What follows belongs to an exercise in optimizing a design on an open flow for small area; a production flow would make more cautious choices. Function was checked by simulation only, so behaviour that the tests miss may differ from the original. No activity file was given, so power comes from the tool's default toggle rates. The clock port is modelled as an ideal driver; clocking choices that lean on that would not hold on a real chip.

**design.v**
```verilog
module sub_e
(
	input [13:0] A,
	input [13:0] B,
	output [14:0] D
);
	wire se_1 = A[0] ^ B[0];
	wire se_2 = ~A[0] & B[0];
	wire se_3 = ~A[1] ^ B[1] ^ se_2;
	wire se_4 = (~A[1] & B[1]) | (~A[1] & se_2) | (B[1] & se_2);
	wire se_5 = ~A[2] ^ B[2] ^ se_4;
	wire se_6 = (~A[2] & B[2]) | (~A[2] & se_4) | (B[2] & se_4);
	wire se_7 = ~A[3] ^ B[3] ^ se_6;
	wire se_8 = (~A[3] & B[3]) | (~A[3] & se_6) | (B[3] & se_6);
	wire se_9 = ~A[4] ^ B[4] ^ se_8;
	wire se_10 = (~A[4] & B[4]) | (~A[4] & se_8) | (B[4] & se_8);
	wire se_11 = ~A[5] ^ B[5] ^ se_10;
	wire se_12 = (~A[5] & B[5]) | (~A[5] & se_10) | (B[5] & se_10);
	wire se_13 = ~A[6] ^ B[6] ^ se_12;
	wire se_14 = (~A[6] & B[6]) | (~A[6] & se_12) | (B[6] & se_12);
	wire se_15 = ~A[7] ^ B[7] ^ se_14;
	wire se_16 = (~A[7] & B[7]) | (~A[7] & se_14) | (B[7] & se_14);
	wire se_17 = ~A[8] ^ B[8] ^ se_16;
	wire se_18 = (~A[8] & B[8]) | (~A[8] & se_16) | (B[8] & se_16);
	wire se_19 = ~A[9] ^ B[9] ^ se_18;
	wire se_20 = (~A[9] & B[9]) | (~A[9] & se_18) | (B[9] & se_18);
	wire se_21 = ~A[10] ^ B[10] ^ se_20;
	wire se_22 = (~A[10] & B[10]) | (~A[10] & se_20) | (B[10] & se_20);
	wire se_23 = ~A[11] ^ B[11] ^ se_22;
	wire se_24 = (~A[11] & B[11]) | (~A[11] & se_22) | (B[11] & se_22);
	wire se_25 = ~A[12] ^ B[12] ^ se_24;
	wire se_26 = (~A[12] & B[12]) | (~A[12] & se_24) | (B[12] & se_24);
	wire se_27 = A[13] ^ ~B[13] ^ se_26;
	wire se_28 = (A[13] & ~B[13]) | (A[13] & se_26) | (~B[13] & se_26);
	assign D = {se_28, ~se_27, ~se_25, ~se_23, ~se_21, ~se_19, ~se_17, ~se_15, ~se_13, ~se_11, ~se_9, ~se_7, ~se_5, ~se_3, se_1};
endmodule
module upd_w
(
	input [9:0] WL,
	input [16:0] WH,
	input [14:0] E,
	input [5:0] R,
	input PA,
	input PB,
	input CI,
	output [9:0] WLN,
	output [16:0] WHN,
	output CO
);
	wire sz_1 = R[0] ^ PB ^ ~E[0];
	wire sz_2 = (R[0] & PB) | (R[0] & ~E[0]) | (PB & ~E[0]);
	wire sz_3 = E[0] ^ E[3];
	wire sz_4 = E[0] & E[3];
	wire sz_5 = ~R[4] ^ E[1] ^ E[4];
	wire sz_6 = (~R[4] & E[1]) | (~R[4] & E[4]) | (E[1] & E[4]);
	wire sz_7 = E[0] ^ E[2];
	wire sz_8 = E[0] & E[2];
	wire sz_9 = WL[0] ^ PA;
	wire sz_10 = WL[0] | PA;
	wire sz_11 = E[1] ^ E[3] ^ E[6];
	wire sz_12 = (E[1] & E[3]) | (E[1] & E[6]) | (E[3] & E[6]);
	wire sz_13 = E[2] ^ E[4];
	wire sz_14 = E[2] & E[4];
	wire sz_15 = E[3] ^ E[5];
	wire sz_16 = E[3] & E[5];
	wire sz_17 = E[4] ^ E[6];
	wire sz_18 = E[4] & E[6];
	wire sz_19 = WL[4] ^ E[0];
	wire sz_20 = WL[4] | E[0];
	wire sz_21 = E[5] ^ E[7] ^ E[10];
	wire sz_22 = (E[5] & E[7]) | (E[5] & E[10]) | (E[7] & E[10]);
	wire sz_23 = WL[5] ^ E[1];
	wire sz_24 = WL[5] | E[1];
	wire sz_25 = E[6] ^ E[8] ^ E[11];
	wire sz_26 = (E[6] & E[8]) | (E[6] & E[11]) | (E[8] & E[11]);
	wire sz_27 = WL[6] ^ E[2];
	wire sz_28 = WL[6] | E[2];
	wire sz_29 = E[7] ^ E[9] ^ E[12];
	wire sz_30 = (E[7] & E[9]) | (E[7] & E[12]) | (E[9] & E[12]);
	wire sz_31 = WL[7] ^ E[3];
	wire sz_32 = WL[7] | E[3];
	wire sz_33 = E[8] ^ E[10] ^ E[13];
	wire sz_34 = (E[8] & E[10]) | (E[8] & E[13]) | (E[10] & E[13]);
	wire sz_35 = WL[8] ^ E[4] ^ E[14];
	wire sz_36 = (WL[8] & E[4]) | (WL[8] & E[14]) | (E[4] & E[14]);
	wire sz_37 = WL[9] ^ E[5];
	wire sz_38 = WL[9] | E[5];
	wire sz_39 = WH[0] ^ E[6];
	wire sz_40 = WH[0] | E[6];
	wire sz_41 = WH[1] ^ E[7] ^ E[14];
	wire sz_42 = (WH[1] & E[7]) | (WH[1] & E[14]) | (E[7] & E[14]);
	wire sz_43 = WH[2] ^ E[8];
	wire sz_44 = WH[2] | E[8];
	wire sz_45 = WH[3] ^ E[9] ^ E[14];
	wire sz_46 = (WH[3] & E[9]) | (WH[3] & E[14]) | (E[9] & E[14]);
	wire sz_47 = WH[4] ^ E[10];
	wire sz_48 = WH[4] | E[10];
	wire sz_49 = WH[5] ^ E[11];
	wire sz_50 = WH[5] | E[11];
	wire sz_51 = WH[6] ^ E[12];
	wire sz_52 = WH[6] | E[12];
	wire sz_53 = WH[7] ^ E[13];
	wire sz_54 = WH[7] | E[13];
	wire sz_55 = sz_2 ^ R[1] ^ ~E[1];
	wire sz_56 = (sz_2 & R[1]) | (sz_2 & ~E[1]) | (R[1] & ~E[1]);
	wire sz_57 = sz_6 ^ sz_7 ^ E[5];
	wire sz_58 = (sz_6 & sz_7) | (sz_6 & E[5]) | (sz_7 & E[5]);
	wire sz_59 = sz_8 ^ sz_9 ^ sz_11;
	wire sz_60 = (sz_8 & sz_9) | (sz_8 & sz_11) | (sz_9 & sz_11);
	wire sz_61 = sz_12 ^ sz_13 ^ E[7];
	wire sz_62 = (sz_12 & sz_13) | (sz_12 & E[7]) | (sz_13 & E[7]);
	wire sz_63 = sz_14 ^ sz_15 ^ E[8];
	wire sz_64 = (sz_14 & sz_15) | (sz_14 & E[8]) | (sz_15 & E[8]);
	wire sz_65 = sz_16 ^ sz_17 ^ E[9];
	wire sz_66 = (sz_16 & sz_17) | (sz_16 & E[9]) | (sz_17 & E[9]);
	wire sz_67 = sz_18 ^ sz_19 ^ sz_21;
	wire sz_68 = (sz_18 & sz_19) | (sz_18 & sz_21) | (sz_19 & sz_21);
	wire sz_69 = sz_22 ^ sz_23 ^ sz_25;
	wire sz_70 = (sz_22 & sz_23) | (sz_22 & sz_25) | (sz_23 & sz_25);
	wire sz_71 = sz_26 ^ sz_27 ^ sz_29;
	wire sz_72 = (sz_26 & sz_27) | (sz_26 & sz_29) | (sz_27 & sz_29);
	wire sz_73 = sz_30 ^ sz_31 ^ sz_33;
	wire sz_74 = (sz_30 & sz_31) | (sz_30 & sz_33) | (sz_31 & sz_33);
	wire sz_75 = sz_34 ^ E[9] ^ E[11];
	wire sz_76 = (sz_34 & E[9]) | (sz_34 & E[11]) | (E[9] & E[11]);
	wire sz_77 = sz_37 ^ E[10] ^ E[12];
	wire sz_78 = (sz_37 & E[10]) | (sz_37 & E[12]) | (E[10] & E[12]);
	wire sz_79 = sz_39 ^ E[11] ^ E[13];
	wire sz_80 = (sz_39 & E[11]) | (sz_39 & E[13]) | (E[11] & E[13]);
	wire sz_81 = sz_40 ^ sz_41 ^ ~E[12];
	wire sz_82 = (sz_40 & sz_41) | (sz_40 & ~E[12]) | (sz_41 & ~E[12]);
	wire sz_83 = ~sz_42 ^ sz_43 ^ E[13];
	wire sz_84 = (~sz_42 & sz_43) | (~sz_42 & E[13]) | (sz_43 & E[13]);
	wire sz_85 = sz_54 ^ WH[8] ^ ~E[14];
	wire sz_86 = (sz_54 & WH[8]) | (sz_54 & ~E[14]) | (WH[8] & ~E[14]);
	wire sz_87 = sz_56 ^ R[2] ^ ~E[2];
	wire sz_88 = (sz_56 & R[2]) | (sz_56 & ~E[2]) | (R[2] & ~E[2]);
	wire sz_89 = sz_58 ^ sz_59 ^ PB;
	wire sz_90 = (sz_58 & sz_59) | (sz_58 & PB) | (sz_59 & PB);
	wire sz_91 = sz_10 ^ WL[1] ^ ~sz_60;
	wire sz_92 = (sz_10 & WL[1]) | (sz_10 & ~sz_60) | (WL[1] & ~sz_60);
	wire sz_93 = ~WL[2] ^ sz_62 ^ sz_63;
	wire sz_94 = (~WL[2] & sz_62) | (~WL[2] & sz_63) | (sz_62 & sz_63);
	wire sz_95 = ~WL[3] ^ sz_64 ^ sz_65;
	wire sz_96 = (~WL[3] & sz_64) | (~WL[3] & sz_65) | (sz_64 & sz_65);
	wire sz_97 = ~sz_20 ^ sz_68 ^ sz_69;
	wire sz_98 = (~sz_20 & sz_68) | (~sz_20 & sz_69) | (sz_68 & sz_69);
	wire sz_99 = ~sz_24 ^ sz_70 ^ sz_71;
	wire sz_100 = (~sz_24 & sz_70) | (~sz_24 & sz_71) | (sz_70 & sz_71);
	wire sz_101 = ~sz_28 ^ sz_72 ^ sz_73;
	wire sz_102 = (~sz_28 & sz_72) | (~sz_28 & sz_73) | (sz_72 & sz_73);
	wire sz_103 = sz_32 ^ sz_35 ^ ~sz_74;
	wire sz_104 = (sz_32 & sz_35) | (sz_32 & ~sz_74) | (sz_35 & ~sz_74);
	wire sz_105 = ~sz_36 ^ sz_76 ^ sz_77;
	wire sz_106 = (~sz_36 & sz_76) | (~sz_36 & sz_77) | (sz_76 & sz_77);
	wire sz_107 = ~sz_38 ^ sz_78 ^ sz_79;
	wire sz_108 = (~sz_38 & sz_78) | (~sz_38 & sz_79) | (sz_78 & sz_79);
	wire sz_109 = sz_44 ^ sz_45 ^ ~sz_84;
	wire sz_110 = (sz_44 & sz_45) | (sz_44 & ~sz_84) | (sz_45 & ~sz_84);
	wire sz_111 = sz_86 ^ WH[9];
	wire sz_112 = sz_86 | WH[9];
	wire sz_113 = sz_88 ^ R[3] ^ ~sz_3;
	wire sz_114 = (sz_88 & R[3]) | (sz_88 & ~sz_3) | (R[3] & ~sz_3);
	wire sz_115 = ~sz_91 ^ sz_90 ^ sz_61;
	wire sz_116 = (~sz_91 & sz_90) | (~sz_91 & sz_61) | (sz_90 & sz_61);
	wire sz_117 = sz_96 ^ sz_66 ^ sz_67;
	wire sz_118 = (sz_96 & sz_66) | (sz_96 & sz_67) | (sz_66 & sz_67);
	wire sz_119 = ~sz_103 ^ sz_102 ^ sz_75;
	wire sz_120 = (~sz_103 & sz_102) | (~sz_103 & sz_75) | (sz_102 & sz_75);
	wire sz_121 = ~sz_81 ^ sz_108 ^ sz_80;
	wire sz_122 = (~sz_81 & sz_108) | (~sz_81 & sz_80) | (sz_108 & sz_80);
	wire sz_123 = sz_110 ^ sz_46 ^ ~sz_47;
	wire sz_124 = (sz_110 & sz_46) | (sz_110 & ~sz_47) | (sz_46 & ~sz_47);
	wire sz_125 = sz_112 ^ WH[10];
	wire sz_126 = sz_112 | WH[10];
	wire sz_127 = ~sz_114 ^ sz_4 ^ sz_5;
	wire sz_128 = (~sz_114 & sz_4) | (~sz_114 & sz_5) | (sz_4 & sz_5);
	wire sz_129 = ~sz_92 ^ sz_116 ^ sz_93;
	wire sz_130 = (~sz_92 & sz_116) | (~sz_92 & sz_93) | (sz_116 & sz_93);
	wire sz_131 = ~sz_104 ^ sz_120 ^ sz_105;
	wire sz_132 = (~sz_104 & sz_120) | (~sz_104 & sz_105) | (sz_120 & sz_105);
	wire sz_133 = ~sz_82 ^ sz_122 ^ sz_83;
	wire sz_134 = (~sz_82 & sz_122) | (~sz_82 & sz_83) | (sz_122 & sz_83);
	wire sz_135 = sz_124 ^ sz_48 ^ ~sz_49;
	wire sz_136 = (sz_124 & sz_48) | (sz_124 & ~sz_49) | (sz_48 & ~sz_49);
	wire sz_137 = sz_126 ^ WH[11];
	wire sz_138 = sz_126 | WH[11];
	wire sz_139 = ~R[5] ^ sz_128 ^ sz_57;
	wire sz_140 = (~R[5] & sz_128) | (~R[5] & sz_57) | (sz_128 & sz_57);
	wire sz_141 = sz_130 ^ sz_94 ^ sz_95;
	wire sz_142 = (sz_130 & sz_94) | (sz_130 & sz_95) | (sz_94 & sz_95);
	wire sz_143 = sz_132 ^ sz_106 ^ sz_107;
	wire sz_144 = (sz_132 & sz_106) | (sz_132 & sz_107) | (sz_106 & sz_107);
	wire sz_145 = sz_136 ^ sz_50 ^ ~sz_51;
	wire sz_146 = (sz_136 & sz_50) | (sz_136 & ~sz_51) | (sz_50 & ~sz_51);
	wire sz_147 = sz_138 ^ WH[12];
	wire sz_148 = sz_138 | WH[12];
	wire sz_149 = sz_146 ^ sz_52 ^ ~sz_53;
	wire sz_150 = (sz_146 & sz_52) | (sz_146 & ~sz_53) | (sz_52 & ~sz_53);
	wire sz_151 = sz_148 ^ WH[13];
	wire sz_152 = sz_148 | WH[13];
	wire sz_153 = sz_152 ^ WH[14];
	wire sz_154 = sz_152 | WH[14];
	wire sz_155 = sz_154 ^ WH[15];
	wire sz_156 = sz_154 | WH[15];
	wire sz_157 = sz_1 ^ PA;
	wire sz_158 = sz_1 & ~PA;
	wire sz_159 = sz_55 ^ sz_158;
	wire sz_160 = sz_55 & sz_158;
	wire sz_161 = sz_87 ^ sz_160;
	wire sz_162 = sz_87 & sz_160;
	wire sz_163 = sz_113 ^ sz_162;
	wire sz_164 = sz_113 & sz_162;
	wire sz_165 = sz_127 ^ sz_164;
	wire sz_166 = ~sz_127 & sz_164;
	wire sz_167 = sz_139 ^ sz_166;
	wire sz_168 = ~sz_139 & sz_166;
	wire sz_169 = sz_140 ^ sz_89 ^ ~sz_168;
	wire sz_170 = (sz_140 & sz_89) | (sz_140 & ~sz_168) | (sz_89 & ~sz_168);
	wire sz_171 = sz_115 ^ sz_170;
	wire sz_172 = sz_115 | sz_170;
	wire sz_173 = sz_129 ^ sz_172;
	wire sz_174 = sz_129 | sz_172;
	wire sz_175 = sz_141 ^ sz_174;
	wire sz_176 = sz_141 | sz_174;
	wire sz_177 = sz_142 ^ sz_117 ^ sz_176;
	wire sz_178 = (sz_142 & sz_117) | (sz_142 & sz_176) | (sz_117 & sz_176);
	wire sz_179 = sz_118 ^ sz_97 ^ sz_178;
	wire sz_180 = (sz_118 & sz_97) | (sz_118 & sz_178) | (sz_97 & sz_178);
	wire sz_181 = sz_98 ^ sz_99 ^ sz_180;
	wire sz_182 = (sz_98 & sz_99) | (sz_98 & sz_180) | (sz_99 & sz_180);
	wire sz_183 = sz_100 ^ sz_101 ^ sz_182;
	wire sz_184 = (sz_100 & sz_101) | (sz_100 & sz_182) | (sz_101 & sz_182);
	wire sz_185 = sz_119 ^ sz_184;
	wire sz_186 = sz_119 | sz_184;
	wire sz_187 = sz_131 ^ sz_186;
	wire sz_188 = sz_131 | sz_186;
	wire sz_189 = sz_143 ^ CI;
	wire sz_190 = ~sz_143 & CI;
	wire sz_191 = sz_144 ^ sz_121 ^ ~sz_190;
	wire sz_192 = (sz_144 & sz_121) | (sz_144 & ~sz_190) | (sz_121 & ~sz_190);
	wire sz_193 = sz_133 ^ sz_192;
	wire sz_194 = sz_133 | sz_192;
	wire sz_195 = ~sz_109 ^ sz_134 ^ sz_194;
	wire sz_196 = (~sz_109 & sz_134) | (~sz_109 & sz_194) | (sz_134 & sz_194);
	wire sz_197 = sz_123 ^ sz_196;
	wire sz_198 = sz_123 & ~sz_196;
	wire sz_199 = sz_135 ^ sz_198;
	wire sz_200 = sz_135 & sz_198;
	wire sz_201 = sz_145 ^ sz_200;
	wire sz_202 = sz_145 & sz_200;
	wire sz_203 = sz_149 ^ sz_202;
	wire sz_204 = sz_149 & sz_202;
	wire sz_205 = sz_150 ^ sz_85 ^ sz_204;
	wire sz_206 = (sz_150 & sz_85) | (sz_150 & sz_204) | (sz_85 & sz_204);
	wire sz_207 = sz_111 ^ sz_206;
	wire sz_208 = ~sz_111 & sz_206;
	wire sz_209 = sz_125 ^ sz_208;
	wire sz_210 = ~sz_125 & sz_208;
	wire sz_211 = sz_137 ^ sz_210;
	wire sz_212 = ~sz_137 & sz_210;
	wire sz_213 = sz_147 ^ sz_212;
	wire sz_214 = ~sz_147 & sz_212;
	wire sz_215 = sz_151 ^ sz_214;
	wire sz_216 = ~sz_151 & sz_214;
	wire sz_217 = sz_153 ^ sz_216;
	wire sz_218 = ~sz_153 & sz_216;
	wire sz_219 = sz_155 ^ sz_218;
	wire sz_220 = ~sz_155 & sz_218;
	wire sz_221 = sz_156 ^ ~WH[16] ^ sz_220;
	wire sz_222 = (sz_156 & ~WH[16]) | (sz_156 & sz_220) | (~WH[16] & sz_220);
	assign WLN = {sz_187, sz_185, ~sz_183, ~sz_181, ~sz_179, ~sz_177, sz_175, sz_173, sz_171, ~sz_169};
	assign WHN = {sz_221, ~sz_219, ~sz_217, ~sz_215, ~sz_213, ~sz_211, ~sz_209, ~sz_207, sz_205, sz_203, sz_201, sz_199, ~sz_197, ~sz_195, sz_193, ~sz_191, ~sz_189};
	assign CO = ~sz_188;
endmodule
module rem_b
(
	input [5:0] B,
	input P,
	output [5:0] R
);
	wire sr_1 = B[0] ^ P;
	wire sr_2 = ~B[0] & P;
	wire sr_3 = B[1] ^ B[0];
	wire sr_4 = B[1] | B[0];
	wire sr_5 = B[2] ^ B[1];
	wire sr_6 = B[2] | B[1];
	wire sr_7 = B[3] ^ B[2];
	wire sr_8 = B[3] | B[2];
	wire sr_9 = B[4] ^ B[3];
	wire sr_10 = B[4] | B[3];
	wire sr_11 = B[5] ^ B[4];
	wire sr_12 = B[5] | B[4];
	wire sr_13 = sr_4 ^ B[0] ^ ~sr_5;
	wire sr_14 = (sr_4 & B[0]) | (sr_4 & ~sr_5) | (B[0] & ~sr_5);
	wire sr_15 = sr_6 ^ B[1] ^ ~sr_7;
	wire sr_16 = (sr_6 & B[1]) | (sr_6 & ~sr_7) | (B[1] & ~sr_7);
	wire sr_17 = sr_8 ^ B[2] ^ B[0];
	wire sr_18 = (sr_8 & B[2]) | (sr_8 & B[0]) | (B[2] & B[0]);
	wire sr_19 = sr_10 ^ B[3] ^ B[1];
	wire sr_20 = (sr_10 & B[3]) | (sr_10 & B[1]) | (B[3] & B[1]);
	wire sr_21 = sr_16 ^ sr_17 ^ ~sr_9;
	wire sr_22 = (sr_16 & sr_17) | (sr_16 & ~sr_9) | (sr_17 & ~sr_9);
	wire sr_23 = sr_18 ^ sr_19 ^ ~sr_11;
	wire sr_24 = (sr_18 & sr_19) | (sr_18 & ~sr_11) | (sr_19 & ~sr_11);
	wire sr_25 = sr_2 ^ sr_3;
	wire sr_26 = sr_2 | sr_3;
	wire sr_27 = sr_13 ^ sr_26;
	wire sr_28 = sr_13 & ~sr_26;
	wire sr_29 = sr_14 ^ sr_15 ^ sr_28;
	wire sr_30 = (sr_14 & sr_15) | (sr_14 & sr_28) | (sr_15 & sr_28);
	wire sr_31 = sr_21 ^ sr_30;
	wire sr_32 = sr_21 & sr_30;
	wire sr_33 = sr_22 ^ sr_23 ^ sr_32;
	wire sr_34 = (sr_22 & sr_23) | (sr_22 & sr_32) | (sr_23 & sr_32);
	assign R = {sr_33, sr_31, sr_29, ~sr_27, sr_25, sr_1};
endmodule
module get_s
(
	input [16:0] WH,
	input [14:0] E,
	input CI,
	output [16:0] S
);
	wire ss_1 = WH[14] ^ E[14];
	wire ss_2 = ~WH[14] & E[14];
	wire ss_3 = WH[15] ^ ss_2;
	wire ss_4 = ~WH[15] & ss_2;
	wire ss_5 = WH[0] ^ E[0] ^ CI;
	wire ss_6 = (WH[0] & E[0]) | (WH[0] & CI) | (E[0] & CI);
	wire ss_7 = WH[1] ^ E[1] ^ ss_6;
	wire ss_8 = (WH[1] & E[1]) | (WH[1] & ss_6) | (E[1] & ss_6);
	wire ss_9 = WH[2] ^ E[2] ^ ss_8;
	wire ss_10 = (WH[2] & E[2]) | (WH[2] & ss_8) | (E[2] & ss_8);
	wire ss_11 = WH[3] ^ E[3] ^ ss_10;
	wire ss_12 = (WH[3] & E[3]) | (WH[3] & ss_10) | (E[3] & ss_10);
	wire ss_13 = WH[4] ^ E[4] ^ ss_12;
	wire ss_14 = (WH[4] & E[4]) | (WH[4] & ss_12) | (E[4] & ss_12);
	wire ss_15 = WH[5] ^ E[5] ^ ss_14;
	wire ss_16 = (WH[5] & E[5]) | (WH[5] & ss_14) | (E[5] & ss_14);
	wire ss_17 = WH[6] ^ E[6] ^ ss_16;
	wire ss_18 = (WH[6] & E[6]) | (WH[6] & ss_16) | (E[6] & ss_16);
	wire ss_19 = WH[7] ^ E[7] ^ ss_18;
	wire ss_20 = (WH[7] & E[7]) | (WH[7] & ss_18) | (E[7] & ss_18);
	wire ss_21 = WH[8] ^ E[8] ^ ss_20;
	wire ss_22 = (WH[8] & E[8]) | (WH[8] & ss_20) | (E[8] & ss_20);
	wire ss_23 = WH[9] ^ E[9] ^ ss_22;
	wire ss_24 = (WH[9] & E[9]) | (WH[9] & ss_22) | (E[9] & ss_22);
	wire ss_25 = WH[10] ^ E[10] ^ ss_24;
	wire ss_26 = (WH[10] & E[10]) | (WH[10] & ss_24) | (E[10] & ss_24);
	wire ss_27 = WH[11] ^ E[11] ^ ss_26;
	wire ss_28 = (WH[11] & E[11]) | (WH[11] & ss_26) | (E[11] & ss_26);
	wire ss_29 = WH[12] ^ E[12] ^ ss_28;
	wire ss_30 = (WH[12] & E[12]) | (WH[12] & ss_28) | (E[12] & ss_28);
	wire ss_31 = WH[13] ^ E[13] ^ ss_30;
	wire ss_32 = (WH[13] & E[13]) | (WH[13] & ss_30) | (E[13] & ss_30);
	wire ss_33 = ss_1 ^ ss_32;
	wire ss_34 = ss_1 & ss_32;
	wire ss_35 = ss_3 ^ ss_34;
	wire ss_36 = ss_3 & ss_34;
	wire ss_37 = ss_4 ^ WH[16] ^ ~ss_36;
	wire ss_38 = (ss_4 & WH[16]) | (ss_4 & ~ss_36) | (WH[16] & ~ss_36);
	assign S = {~ss_37, ss_35, ss_33, ss_31, ss_29, ss_27, ss_25, ss_23, ss_21, ss_19, ss_17, ss_15, ss_13, ss_11, ss_9, ss_7, ss_5};
endmodule
module upd_m
(
	input [21:0] M,
	input [16:0] SN,
	input [16:0] SO,
	input CI,
	output [21:0] MN,
	output CO
);
	wire sm_1 = M[0] ^ SN[0];
	wire sm_2 = M[0] | SN[0];
	wire sm_3 = M[1] ^ SN[1] ^ ~SO[1];
	wire sm_4 = (M[1] & SN[1]) | (M[1] & ~SO[1]) | (SN[1] & ~SO[1]);
	wire sm_5 = M[2] ^ SN[2] ^ ~SO[2];
	wire sm_6 = (M[2] & SN[2]) | (M[2] & ~SO[2]) | (SN[2] & ~SO[2]);
	wire sm_7 = M[3] ^ SN[3] ^ ~SO[3];
	wire sm_8 = (M[3] & SN[3]) | (M[3] & ~SO[3]) | (SN[3] & ~SO[3]);
	wire sm_9 = M[4] ^ SN[4] ^ ~SO[4];
	wire sm_10 = (M[4] & SN[4]) | (M[4] & ~SO[4]) | (SN[4] & ~SO[4]);
	wire sm_11 = M[5] ^ SN[5] ^ ~SO[5];
	wire sm_12 = (M[5] & SN[5]) | (M[5] & ~SO[5]) | (SN[5] & ~SO[5]);
	wire sm_13 = M[6] ^ SN[6] ^ ~SO[6];
	wire sm_14 = (M[6] & SN[6]) | (M[6] & ~SO[6]) | (SN[6] & ~SO[6]);
	wire sm_15 = M[7] ^ SN[7] ^ ~SO[7];
	wire sm_16 = (M[7] & SN[7]) | (M[7] & ~SO[7]) | (SN[7] & ~SO[7]);
	wire sm_17 = M[8] ^ SN[8] ^ ~SO[8];
	wire sm_18 = (M[8] & SN[8]) | (M[8] & ~SO[8]) | (SN[8] & ~SO[8]);
	wire sm_19 = M[9] ^ SN[9] ^ ~SO[9];
	wire sm_20 = (M[9] & SN[9]) | (M[9] & ~SO[9]) | (SN[9] & ~SO[9]);
	wire sm_21 = M[10] ^ SN[10] ^ ~SO[10];
	wire sm_22 = (M[10] & SN[10]) | (M[10] & ~SO[10]) | (SN[10] & ~SO[10]);
	wire sm_23 = M[11] ^ SN[11] ^ ~SO[11];
	wire sm_24 = (M[11] & SN[11]) | (M[11] & ~SO[11]) | (SN[11] & ~SO[11]);
	wire sm_25 = M[12] ^ SN[12] ^ ~SO[12];
	wire sm_26 = (M[12] & SN[12]) | (M[12] & ~SO[12]) | (SN[12] & ~SO[12]);
	wire sm_27 = M[13] ^ SN[13] ^ ~SO[13];
	wire sm_28 = (M[13] & SN[13]) | (M[13] & ~SO[13]) | (SN[13] & ~SO[13]);
	wire sm_29 = M[14] ^ SN[14] ^ ~SO[14];
	wire sm_30 = (M[14] & SN[14]) | (M[14] & ~SO[14]) | (SN[14] & ~SO[14]);
	wire sm_31 = M[15] ^ SN[15] ^ ~SO[15];
	wire sm_32 = (M[15] & SN[15]) | (M[15] & ~SO[15]) | (SN[15] & ~SO[15]);
	wire sm_33 = M[16] ^ SO[16] ^ ~SN[16];
	wire sm_34 = (M[16] & SO[16]) | (M[16] & ~SN[16]) | (SO[16] & ~SN[16]);
	wire sm_35 = sm_34 ^ M[17];
	wire sm_36 = sm_34 | M[17];
	wire sm_37 = sm_36 ^ M[18];
	wire sm_38 = sm_36 | M[18];
	wire sm_39 = sm_38 ^ M[19];
	wire sm_40 = sm_38 | M[19];
	wire sm_41 = sm_40 ^ M[20];
	wire sm_42 = sm_40 | M[20];
	wire sm_43 = sm_1 ^ SO[0];
	wire sm_44 = sm_1 | SO[0];
	wire sm_45 = sm_2 ^ sm_3 ^ ~sm_44;
	wire sm_46 = (sm_2 & sm_3) | (sm_2 & ~sm_44) | (sm_3 & ~sm_44);
	wire sm_47 = sm_4 ^ sm_5 ^ sm_46;
	wire sm_48 = (sm_4 & sm_5) | (sm_4 & sm_46) | (sm_5 & sm_46);
	wire sm_49 = sm_6 ^ sm_7 ^ sm_48;
	wire sm_50 = (sm_6 & sm_7) | (sm_6 & sm_48) | (sm_7 & sm_48);
	wire sm_51 = sm_8 ^ sm_9 ^ sm_50;
	wire sm_52 = (sm_8 & sm_9) | (sm_8 & sm_50) | (sm_9 & sm_50);
	wire sm_53 = sm_10 ^ sm_11 ^ sm_52;
	wire sm_54 = (sm_10 & sm_11) | (sm_10 & sm_52) | (sm_11 & sm_52);
	wire sm_55 = sm_12 ^ sm_13 ^ sm_54;
	wire sm_56 = (sm_12 & sm_13) | (sm_12 & sm_54) | (sm_13 & sm_54);
	wire sm_57 = sm_14 ^ sm_15 ^ sm_56;
	wire sm_58 = (sm_14 & sm_15) | (sm_14 & sm_56) | (sm_15 & sm_56);
	wire sm_59 = sm_16 ^ sm_17 ^ sm_58;
	wire sm_60 = (sm_16 & sm_17) | (sm_16 & sm_58) | (sm_17 & sm_58);
	wire sm_61 = sm_18 ^ sm_19 ^ sm_60;
	wire sm_62 = (sm_18 & sm_19) | (sm_18 & sm_60) | (sm_19 & sm_60);
	wire sm_63 = sm_20 ^ sm_21 ^ sm_62;
	wire sm_64 = (sm_20 & sm_21) | (sm_20 & sm_62) | (sm_21 & sm_62);
	wire sm_65 = sm_22 ^ sm_23 ^ CI;
	wire sm_66 = (sm_22 & sm_23) | (sm_22 & CI) | (sm_23 & CI);
	wire sm_67 = sm_24 ^ sm_25 ^ sm_66;
	wire sm_68 = (sm_24 & sm_25) | (sm_24 & sm_66) | (sm_25 & sm_66);
	wire sm_69 = sm_26 ^ sm_27 ^ sm_68;
	wire sm_70 = (sm_26 & sm_27) | (sm_26 & sm_68) | (sm_27 & sm_68);
	wire sm_71 = sm_28 ^ sm_29 ^ sm_70;
	wire sm_72 = (sm_28 & sm_29) | (sm_28 & sm_70) | (sm_29 & sm_70);
	wire sm_73 = sm_30 ^ sm_31 ^ sm_72;
	wire sm_74 = (sm_30 & sm_31) | (sm_30 & sm_72) | (sm_31 & sm_72);
	wire sm_75 = sm_32 ^ sm_33 ^ sm_74;
	wire sm_76 = (sm_32 & sm_33) | (sm_32 & sm_74) | (sm_33 & sm_74);
	wire sm_77 = sm_35 ^ sm_76;
	wire sm_78 = ~sm_35 & sm_76;
	wire sm_79 = sm_37 ^ sm_78;
	wire sm_80 = ~sm_37 & sm_78;
	wire sm_81 = sm_39 ^ sm_80;
	wire sm_82 = ~sm_39 & sm_80;
	wire sm_83 = sm_41 ^ sm_82;
	wire sm_84 = ~sm_41 & sm_82;
	wire sm_85 = sm_42 ^ ~M[21] ^ sm_84;
	wire sm_86 = (sm_42 & ~M[21]) | (sm_42 & sm_84) | (~M[21] & sm_84);
	assign MN = {sm_85, ~sm_83, ~sm_81, ~sm_79, ~sm_77, sm_75, sm_73, sm_71, sm_69, sm_67, sm_65, sm_63, sm_61, sm_59, sm_57, sm_55, sm_53, sm_51, sm_49, sm_47, sm_45, sm_43};
	assign CO = sm_64;
endmodule
module mul273
(
	input [21:0] M,
	input CI,
	output [12:0] HI,
	output C13
);
	wire sf_1 = M[0] ^ M[4] ^ M[8];
	wire sf_2 = (M[0] & M[4]) | (M[0] & M[8]) | (M[4] & M[8]);
	wire sf_3 = M[1] ^ M[5] ^ M[9];
	wire sf_4 = (M[1] & M[5]) | (M[1] & M[9]) | (M[5] & M[9]);
	wire sf_5 = M[2] ^ M[6] ^ M[10];
	wire sf_6 = (M[2] & M[6]) | (M[2] & M[10]) | (M[6] & M[10]);
	wire sf_7 = M[3] ^ M[7] ^ M[11];
	wire sf_8 = (M[3] & M[7]) | (M[3] & M[11]) | (M[7] & M[11]);
	wire sf_9 = M[4] ^ M[8] ^ M[12];
	wire sf_10 = (M[4] & M[8]) | (M[4] & M[12]) | (M[8] & M[12]);
	wire sf_11 = M[5] ^ M[9] ^ M[13];
	wire sf_12 = (M[5] & M[9]) | (M[5] & M[13]) | (M[9] & M[13]);
	wire sf_13 = M[6] ^ M[10] ^ M[14];
	wire sf_14 = (M[6] & M[10]) | (M[6] & M[14]) | (M[10] & M[14]);
	wire sf_15 = M[7] ^ M[11] ^ M[15];
	wire sf_16 = (M[7] & M[11]) | (M[7] & M[15]) | (M[11] & M[15]);
	wire sf_17 = M[8] ^ M[12] ^ M[16];
	wire sf_18 = (M[8] & M[12]) | (M[8] & M[16]) | (M[12] & M[16]);
	wire sf_19 = M[9] ^ M[13] ^ M[17];
	wire sf_20 = (M[9] & M[13]) | (M[9] & M[17]) | (M[13] & M[17]);
	wire sf_21 = M[10] ^ M[14] ^ M[18];
	wire sf_22 = (M[10] & M[14]) | (M[10] & M[18]) | (M[14] & M[18]);
	wire sf_23 = M[11] ^ M[15] ^ M[19];
	wire sf_24 = (M[11] & M[15]) | (M[11] & M[19]) | (M[15] & M[19]);
	wire sf_25 = M[12] ^ M[16] ^ M[20];
	wire sf_26 = (M[12] & M[16]) | (M[12] & M[20]) | (M[16] & M[20]);
	wire sf_27 = M[13] ^ M[17];
	wire sf_28 = M[13] | M[17];
	wire sf_29 = M[14] ^ M[18];
	wire sf_30 = M[14] | M[18];
	wire sf_31 = M[15] ^ M[19];
	wire sf_32 = M[15] | M[19];
	wire sf_33 = M[16] ^ M[20];
	wire sf_34 = M[16] | M[20];
	wire sf_35 = sf_6 ^ sf_7 ^ CI;
	wire sf_36 = (sf_6 & sf_7) | (sf_6 & CI) | (sf_7 & CI);
	wire sf_37 = sf_14 ^ sf_15 ^ CI;
	wire sf_38 = (sf_14 & sf_15) | (sf_14 & CI) | (sf_15 & CI);
	wire sf_39 = sf_22 ^ sf_23 ^ CI;
	wire sf_40 = (sf_22 & sf_23) | (sf_22 & CI) | (sf_23 & CI);
	wire sf_41 = ~sf_26 ^ sf_27 ^ M[21];
	wire sf_42 = (~sf_26 & sf_27) | (~sf_26 & M[21]) | (sf_27 & M[21]);
	wire sf_43 = sf_34 ^ M[17] ^ ~M[21];
	wire sf_44 = (sf_34 & M[17]) | (sf_34 & ~M[21]) | (M[17] & ~M[21]);
	wire sf_45 = sf_36 ^ sf_8 ^ sf_9;
	wire sf_46 = (sf_36 & sf_8) | (sf_36 & sf_9) | (sf_8 & sf_9);
	wire sf_47 = sf_38 ^ sf_16 ^ sf_17;
	wire sf_48 = (sf_38 & sf_16) | (sf_38 & sf_17) | (sf_16 & sf_17);
	wire sf_49 = sf_40 ^ sf_24 ^ sf_25;
	wire sf_50 = (sf_40 & sf_24) | (sf_40 & sf_25) | (sf_24 & sf_25);
	wire sf_51 = ~sf_28 ^ sf_42 ^ sf_29;
	wire sf_52 = (~sf_28 & sf_42) | (~sf_28 & sf_29) | (sf_42 & sf_29);
	wire sf_53 = sf_46 ^ sf_10 ^ sf_11;
	wire sf_54 = (sf_46 & sf_10) | (sf_46 & sf_11) | (sf_10 & sf_11);
	wire sf_55 = sf_48 ^ sf_18 ^ sf_19;
	wire sf_56 = (sf_48 & sf_18) | (sf_48 & sf_19) | (sf_18 & sf_19);
	wire sf_57 = ~sf_30 ^ sf_52 ^ sf_31;
	wire sf_58 = (~sf_30 & sf_52) | (~sf_30 & sf_31) | (sf_52 & sf_31);
	wire sf_59 = sf_54 ^ sf_12 ^ sf_13;
	wire sf_60 = (sf_54 & sf_12) | (sf_54 & sf_13) | (sf_12 & sf_13);
	wire sf_61 = sf_56 ^ sf_20 ^ sf_21;
	wire sf_62 = (sf_56 & sf_20) | (sf_56 & sf_21) | (sf_20 & sf_21);
	wire sf_63 = ~sf_32 ^ sf_58 ^ sf_33;
	wire sf_64 = (~sf_32 & sf_58) | (~sf_32 & sf_33) | (sf_58 & sf_33);
	wire sf_65 = M[0] ^ M[4];
	wire sf_66 = M[0] & M[4];
	wire sf_67 = M[1] ^ M[5] ^ sf_66;
	wire sf_68 = (M[1] & M[5]) | (M[1] & sf_66) | (M[5] & sf_66);
	wire sf_69 = M[2] ^ M[6] ^ sf_68;
	wire sf_70 = (M[2] & M[6]) | (M[2] & sf_68) | (M[6] & sf_68);
	wire sf_71 = M[3] ^ M[7] ^ sf_70;
	wire sf_72 = (M[3] & M[7]) | (M[3] & sf_70) | (M[7] & sf_70);
	wire sf_73 = sf_1 ^ sf_72;
	wire sf_74 = sf_1 & sf_72;
	wire sf_75 = sf_2 ^ sf_3 ^ sf_74;
	wire sf_76 = (sf_2 & sf_3) | (sf_2 & sf_74) | (sf_3 & sf_74);
	wire sf_77 = sf_4 ^ sf_5 ^ sf_76;
	wire sf_78 = (sf_4 & sf_5) | (sf_4 & sf_76) | (sf_5 & sf_76);
	wire sf_79 = sf_35 ^ sf_78;
	wire sf_80 = sf_35 & sf_78;
	wire sf_81 = sf_45 ^ sf_80;
	wire sf_82 = sf_45 & sf_80;
	wire sf_83 = sf_60 ^ sf_37;
	wire sf_84 = sf_60 & sf_37;
	wire sf_85 = sf_47 ^ sf_84;
	wire sf_86 = sf_47 & sf_84;
	wire sf_87 = sf_55 ^ sf_86;
	wire sf_88 = sf_55 & sf_86;
	wire sf_89 = sf_61 ^ sf_88;
	wire sf_90 = sf_61 & sf_88;
	wire sf_91 = sf_62 ^ sf_39 ^ sf_90;
	wire sf_92 = (sf_62 & sf_39) | (sf_62 & sf_90) | (sf_39 & sf_90);
	wire sf_93 = sf_49 ^ sf_92;
	wire sf_94 = sf_49 & sf_92;
	wire sf_95 = sf_50 ^ ~sf_41 ^ sf_94;
	wire sf_96 = (sf_50 & ~sf_41) | (sf_50 & sf_94) | (~sf_41 & sf_94);
	wire sf_97 = sf_51 ^ sf_96;
	wire sf_98 = ~sf_51 & sf_96;
	wire sf_99 = sf_57 ^ sf_98;
	wire sf_100 = ~sf_57 & sf_98;
	wire sf_101 = sf_63 ^ sf_100;
	wire sf_102 = ~sf_63 & sf_100;
	wire sf_103 = ~sf_64 ^ sf_43 ^ sf_102;
	wire sf_104 = (~sf_64 & sf_43) | (~sf_64 & sf_102) | (sf_43 & sf_102);
	assign HI = {sf_103, ~sf_101, ~sf_99, ~sf_97, sf_95, sf_93, sf_91, sf_89, sf_87, sf_85, sf_83, sf_59, sf_53};
	assign C13 = sf_82;
endmodule
module inc13
(
	input [12:0] HI,
	input CI,
	output [12:0] O
);
	wire so_1 = HI[0] ^ CI;
	wire so_2 = HI[0] & CI;
	wire so_3 = HI[1] ^ so_2;
	wire so_4 = HI[1] & so_2;
	wire so_5 = HI[2] ^ so_4;
	wire so_6 = HI[2] & so_4;
	wire so_7 = HI[3] ^ so_6;
	wire so_8 = HI[3] & so_6;
	wire so_9 = HI[4] ^ so_8;
	wire so_10 = HI[4] & so_8;
	wire so_11 = HI[5] ^ so_10;
	wire so_12 = HI[5] & so_10;
	wire so_13 = HI[6] ^ so_12;
	wire so_14 = HI[6] & so_12;
	wire so_15 = HI[7] ^ so_14;
	wire so_16 = HI[7] & so_14;
	wire so_17 = HI[8] ^ so_16;
	wire so_18 = HI[8] & so_16;
	wire so_19 = HI[9] ^ so_18;
	wire so_20 = HI[9] & so_18;
	wire so_21 = HI[10] ^ so_20;
	wire so_22 = HI[10] & so_20;
	wire so_23 = HI[11] ^ so_22;
	wire so_24 = HI[11] & so_22;
	wire so_25 = HI[12] ^ so_24;
	wire so_26 = HI[12] & so_24;
	assign O = {so_25, so_23, so_21, so_19, so_17, so_15, so_13, so_11, so_9, so_7, so_5, so_3, so_1};
endmodule
module trapezoidal_filter
(
	input SYS_CLK ,
	input RESET_N ,
	input signed [13:0] DATA_IN ,
	output signed [13:0] DATA_OUT ,
	output OVERFLOW
) ;
	localparam HD = 375;	 
	localparam SD = 28;	 
	reg [8:0] n;
	always @(negedge RESET_N or posedge SYS_CLK)
		if (!RESET_N) n <= 9'd0;
		else if (n != HD) n <= n + 9'd1;
	reg [13:0] H [0:HD-1];
	integer i;
	always @(posedge SYS_CLK) begin
		H[0] <= DATA_IN;
		for (i = 1; i < HD; i = i + 1) H[i] <= H[i-1];
	end
	wire [13:0] xa = (n >= 9'd3)    ? H[2]    : 14'd0;
	wire [13:0] xb = (n == HD)      ? H[HD-1] : 14'd0;
	wire [13:0] ya = (n >= 9'd2)    ? H[1]    : 14'd0;
	wire [13:0] yb = (n >= HD - 1)  ? H[HD-2] : 14'd0;
	wire [14:0] En;
	reg  [14:0] E;
	sub_e u_e (.A(ya), .B(yb), .D(En));
	always @(negedge RESET_N or posedge SYS_CLK)
		if (!RESET_N) E <= 15'd0;
		else E <= En;
	wire [5:0] rb;
	rem_b u_r (.B(xb[5:0]), .P(~xb[13]), .R(rb));
	reg  [9:0]  WL;
	reg  [16:0] WH;
	reg         cW;
	wire [9:0]  WLn;
	wire [16:0] WHn;
	wire        cWn;
	upd_w u_w (.WL(WL), .WH(WH), .E(E), .R(rb), .PA(~xa[13]), .PB(~xb[13]), .CI(cW),
		.WLN(WLn), .WHN(WHn), .CO(cWn));
	always @(negedge RESET_N or posedge SYS_CLK)
		if (!RESET_N) begin
			WL <= 10'd0;
			WH <= 17'd0;
			cW <= 1'b0;
		end else begin
			WL <= WLn;
			WH <= WHn;
			cW <= cWn;
		end
	wire [16:0] s;
	get_s u_s (.WH(WH), .E(E), .CI(cW), .S(s));
	reg [16:0] S [0:SD-1];
	always @(negedge RESET_N or posedge SYS_CLK)
		if (!RESET_N) S[0] <= 17'd0;
		else S[0] <= s;
	always @(posedge SYS_CLK)
		for (i = 1; i < SD; i = i + 1) S[i] <= S[i-1];
	wire [16:0] so = (n >= SD - 1) ? S[SD-1] : 17'd0;
	reg  [21:0] M;
	reg         cM;
	wire [21:0] Mn;
	wire        cMn;
	upd_m u_m (.M(M), .SN(S[0]), .SO(so), .CI(cM), .MN(Mn), .CO(cMn));
	always @(negedge RESET_N or posedge SYS_CLK)
		if (!RESET_N) begin
			M  <= 22'd0;
			cM <= 1'b0;
		end else begin
			M  <= Mn;
			cM <= cMn;
		end
	wire [12:0] hi;
	wire        c13;
	mul273 u_f (.M(M), .CI(cM), .HI(hi), .C13(c13));
	wire neg = M[21] ^ (cM & (&M[20:11]));
	reg [12:0] OH;
	reg        OC;
	always @(negedge RESET_N or posedge SYS_CLK)
		if (!RESET_N) begin
			OH <= 13'd0;
			OC <= 1'b0;
		end else begin
			OH <= neg ? 13'd0 : hi;
			OC <= neg ? 1'b0 : c13;
		end
	wire [12:0] o;
	inc13 u_i (.HI(OH), .CI(OC), .O(o));
	assign DATA_OUT = {1'b0, o};
	assign OVERFLOW = 1'b0;
endmodule
```
**standard.sh**
```bash
#!/bin/bash
# synth_recipe.tcl (not shown) runs the flow's synth.tcl, then flattens the netlist and writes it again
# the make line also repeats each setting of config.mk as NAME=value (left out here)
make -C /OpenROAD-flow-scripts/flow DESIGN_CONFIG=/design/flow/config.mk WORK_HOME=/design/flow/orfs CLKGATE_MAP_FILE= SYNTH_SCRIPT=/design/flow/synth_recipe.tcl "${@:-finish}"
```
**constraint.sdc**
```tcl
create_clock -name core_clock -period 10.0 [get_ports {SYS_CLK}]
set_input_delay 2.0000 -clock core_clock [delete_from_list [all_inputs] [get_ports {SYS_CLK}]]
set_output_delay 2.0000 -clock core_clock [all_outputs]
set_load 0.01 [all_outputs]
```
**flow/run.sh**
```bash
#!/bin/bash
set -euo pipefail
export CTS_ARGS="-sink_clustering_enable -repair_clock_nets -buf_list sky130_fd_sc_hd__clkbuf_4 -root_buf sky130_fd_sc_hd__clkbuf_16 -sink_clustering_buffer sky130_fd_sc_hd__buf_12 -dont_use_dummy_load -sink_clustering_size 34 -sink_clustering_max_diameter 70"
export BUFFER_PORTS_ARGS="-buffer_cell sky130_fd_sc_hd__buf_1"
export SYNTH_ARGS="-noabc"
echo "export DONT_USE_CELLS = sky130_fd_sc_hd__ha_1" >> config.mk
bash standard.sh > flow_make.log 2>&1
```
**config.mk**
```make
export PLATFORM = sky130hd
export DESIGN_NAME = trapezoidal_filter
export DESIGN_NICKNAME = trapezoidal_filter
export VERILOG_FILES = /design/flow/design.v
export SDC_FILE = /design/flow/constraint.sdc
export NUM_CORES = 4
export LEC_CHECK = 0
export CAP_MARGIN = 20
export CORE_MARGIN = 2
export CORE_UTILIZATION = 60
export SLEW_MARGIN = 20
export DONT_USE_CELLS = sky130_fd_sc_hd__ha_1
```
==> impl_metrics.json <==
{
  "grt_pass1_vias": 38288,
  "viasPerCell": 4.148,
  "p_leak_nw": 51.65,
  "cts.sinks": 5808,
  "ys_top_cells_by_count": "5,702 x dfxtp_1, 155 x fa_1, 106 x dfrtp_1",
  "async_flop_share_pct": 1.825,
  "final_max_slew_viol_count": 0,
  "wl_mm": 116.5,
  "timing.reg2reg.setup_slack_ns": 1.81,
  "yosys_warnings": 5,
  "power_frac_seq_pct": 68.6,
  "status": "timing/DRC/antenna clean",
  "synth.avg_cell_area_um2": 19.19,
  "rows": 165,
  "ant_nets": 0,
  "final_nets": 6747,
  "drv_cap": 0,
  "clk_pin_slew_ns": 0.12,
  "clock_path_buffers": 3,
  "synth_edf_count": 0,
  "final_layout_size_suffix_gt1_share_pct": 3.362,
  "cts_hold_buf": 0,
  "dieWidth_um": 455.6,
  "synth_area_leaders": "dfxtp_1 93%, fa_1 2.5%, dfrtp_1 2.2%",
  "r2r-start": "n[1]",
  "route.detailed.drc": 0,
  "max-slew-margin-rel_pct": 33.70,
  "clock_latency_ns": 1.03,
  "ctsRootBufferMaster": "clkbuf_16",
  "worstReg2RegEnd": "WL[9]",
  "crit_arrival_ns": 8.95,
  "startpoint": "n[1]",
  "drt_iter0_markers": 1961,
  "synth_most_common_cell": "dfxtp_1",
  "tightest_slew_ns": 0.9873,
  "r2r_cells": 24,
  "final_cell_area_mm2": 0.1294,
  "synth_cell_types": 46,
  "powerDensity_mw_per_mm2": 282.0,
  "nFillCells": 14162,
  "final.period_utilization_pct": 81.91,
  "finalHoldViolCount": 0,
  "syn_area_mm2": 0.1224,
  "h-tree-depth": 4,
  "postCtsSetupBuffers": 0,
  "fin_setup_tns_ns": 0,
  "switching_share_pct": 21.60,
  "crit_end": "WL[9]",
  "cts_made_buffers": 198,
  "place_hpwl_mm": 59.92,
  "synth_cells": 6377,
  "grt_max_degree": 61,
  "start_kind": "flip-flop",
  "setup_viol": 0,
  "critPathKind": "flip-flop to flip-flop",
  "clkPwrFrac_pct": 24.4,
  "initial_core_util_pct": 60.42,
  "irDropWorstVdd_uv": 176.0,
  "placed_cell_area_mm2": 0.1256,
  "fp.dieH_um": 455.6,
  "p_int_mw": 28.62,
  "post_cts_resized": 0,
  "synth_top_area_share_pct": 93.28,
  "dieArea_mm2": 0.2076,
  "ios": 31,
  "p_sw_mw": 7.884,
  "first_pass_iters": 5,
  "min_period_ns": 8.191,
  "cp_max_fo": 7,
  "detail_route.wl_per_cell_um": 12.59,
  "area_delta_synth_final_pct": 5.776,
  "end_kind": "flip-flop",
  "track_usage_pct": 11.60,
  "finalPower_mw": 36.50,
  "grt_pass1_wl_mm": 198.5,
  "grt_overflow": 0,
  "core_area_mm2": 0.2025,
  "comb_power_share_pct": 7.0,
  "hold_path_class": "flip-flop to flip-flop",
  "synthFlopType": "dfxtp_1",
  "antenna_found_initial": 9,
  "holdCritStartpoint": "H[116][13]",
  "cp.required_ns": 10.76,
  "via_count": 38394,
  "clock_skew_ns": 0.1927,
  "synth_seq_cells": 5808,
  "synth_top_area_cell": "dfxtp_1",
  "cts_tree": "yes",
  "fmax_mhz": 122.1,
  "routabilityCongestion": 0.7182,
  "yosysSeqAreaShare_pct": 95.45,
  "io_buffer_count": 28,
  "rsz0062_at_grt": "false"
}
-- sequential cells by signal, summed over array words and instances, names as in the netlist --
register,count
OH,13
WH,17
H,5243
n,9
WL,10
OC,1
E,15
cM,1
cW,1
S,476
M,22
-- final cells by class --
cell class / count / area [µm²] / share of cell area, %
flip-flops and latches: 5808 / 116800 / 90.24
multi-input cells: 475 / 5137 / 3.969
clock buffers: 198 / 3769 / 2.912
well taps: 2672 / 3343 / 2.583
inverters: 63 / 236.5 / 0.1827
repair buffers: 30 / 123.9 / 0.09570
diodes: 10 / 25.02 / 0.01933
-- per-stage QoR --
step                instances  setup slack (ns)  hold slack, ns  utilization (%)
global placement         9048             1.815          0.3096            62.04
floorplan                6378             2.525          0.3096                -
finish                   9256             1.809          0.2119            63.91
CTS                      9246             1.674          0.2032            63.90
detailed placement       9048             1.787          0.3121            62.04
global route             9253             1.296          0.2051            63.91
-- worst min-delay path by stage --
stage,to,slack [ns],depth (start not counted)
2_1_floorplan,H[100][0],0.31,0
3_3_place_gp,S[21][3],0.31,0
3_5_place_dp,H[112][12],0.31,0
4_1_cts,H[117][13],0.20,0
5_1_grt,H[117][13],0.21,0
6_report,H[117][13],0.21,0
-- cells in the final DEF (no fill, tap or decap), drive strengths merged, types with 15 or more instances in the layout --
cell,synthesis,routed
dfxtp,5702,5702
buf,22,210
fa,155,155
dfrtp,106,106
inv,63,63
xnor2,58,58
nand2,57,57
nor2,41,41
xor2,36,36
clkbuf,10,18
or2,16,16
nor2b,15,15
-- power groups by stage --
stage          Clock [mW]  Combinational (mW)  Sequential, mW
3_5_place_dp            0                2.62            25.6
3_3_place_gp            0                2.59            25.6
2_1_floorplan           0                2.12            25.3
4_1_cts              9.30                2.64            25.1
5_1_grt              10.1                3.04            25.2
6_report             8.89                2.56            25.1
-- logic make-up after synthesis --
logic type | synth area share (%)
AO/OA/AOI/OAI | 0.1268
XOR/XNOR | 0.6912
adder cells (fa/ha/maj) | 2.536
buffers and inverters | 0.3538
flip-flops | 95.45
multiplexers | 0.008180
other | 0.003065
AND/OR/NAND/NOR | 0.8303
-- worst max-delay path: stages (launching register included) --
cell and delay (ns):
dfrtp_1 0.51, and3_1 0.37, nand3_1 0.11, nor2_1 0.34, and2_1 0.26, fa_1 0.46, and2_1 0.18, fa_1 0.45
xor2_1 0.19, fa_1 0.46, fa_1 0.42, fa_1 0.53, nand4_1 0.10, nor3_1 0.20, nand2_1 0.11, fa_1 0.50
nor2b_1 0.20, nand2_1 0.10, or2_2 0.29, fa_1 0.47, fa_1 0.50, fa_1 0.46, fa_1 0.46, nand2b_1 0.19
xnor2_1 0.13
-- per-layer routing --
metal | vias up | routed length (µm) | track usage, %
met5 | - | 21 | 0
met4 | 4 | 3464 | 3.949
met3 | 242 | 4212 | 2.506
met2 | 307 | 41170 | 14.61
met1 | 18157 | 67670 | 19.40
li1 | 19684 | - | -

## what the ideal ports hide
In the flow no input, the clock included, has a driving cell. The finished layout below was timed again as built, in two steps.
Step 1: set_driving_cell puts a clkbuf_16 on SYS_CLK and a buf_2 on each other input, an assumption about the parent block.
Step 2 times the ports against the registers' clock, not the clock port: input delays grow and output delays shrink by t, the midpoint of the rising clock arrivals with the driver on.
Three values: no drivers, after step 1, after step 2; two values: the first two.
t (ns): 1.013
setup slack, ns: 1.809 / 1.809 / 1.809
worst setup path at the end: register to register
latest minus earliest clock arrival (ns): 0.208 / 0.208
worst register clock-pin slew, ns: 0.12 / 0.12
After both steps this run still meets setup and hold. For this run, drivers alone change the setup slack by 0.000 ns; drivers and shift together by 0.000 ns.
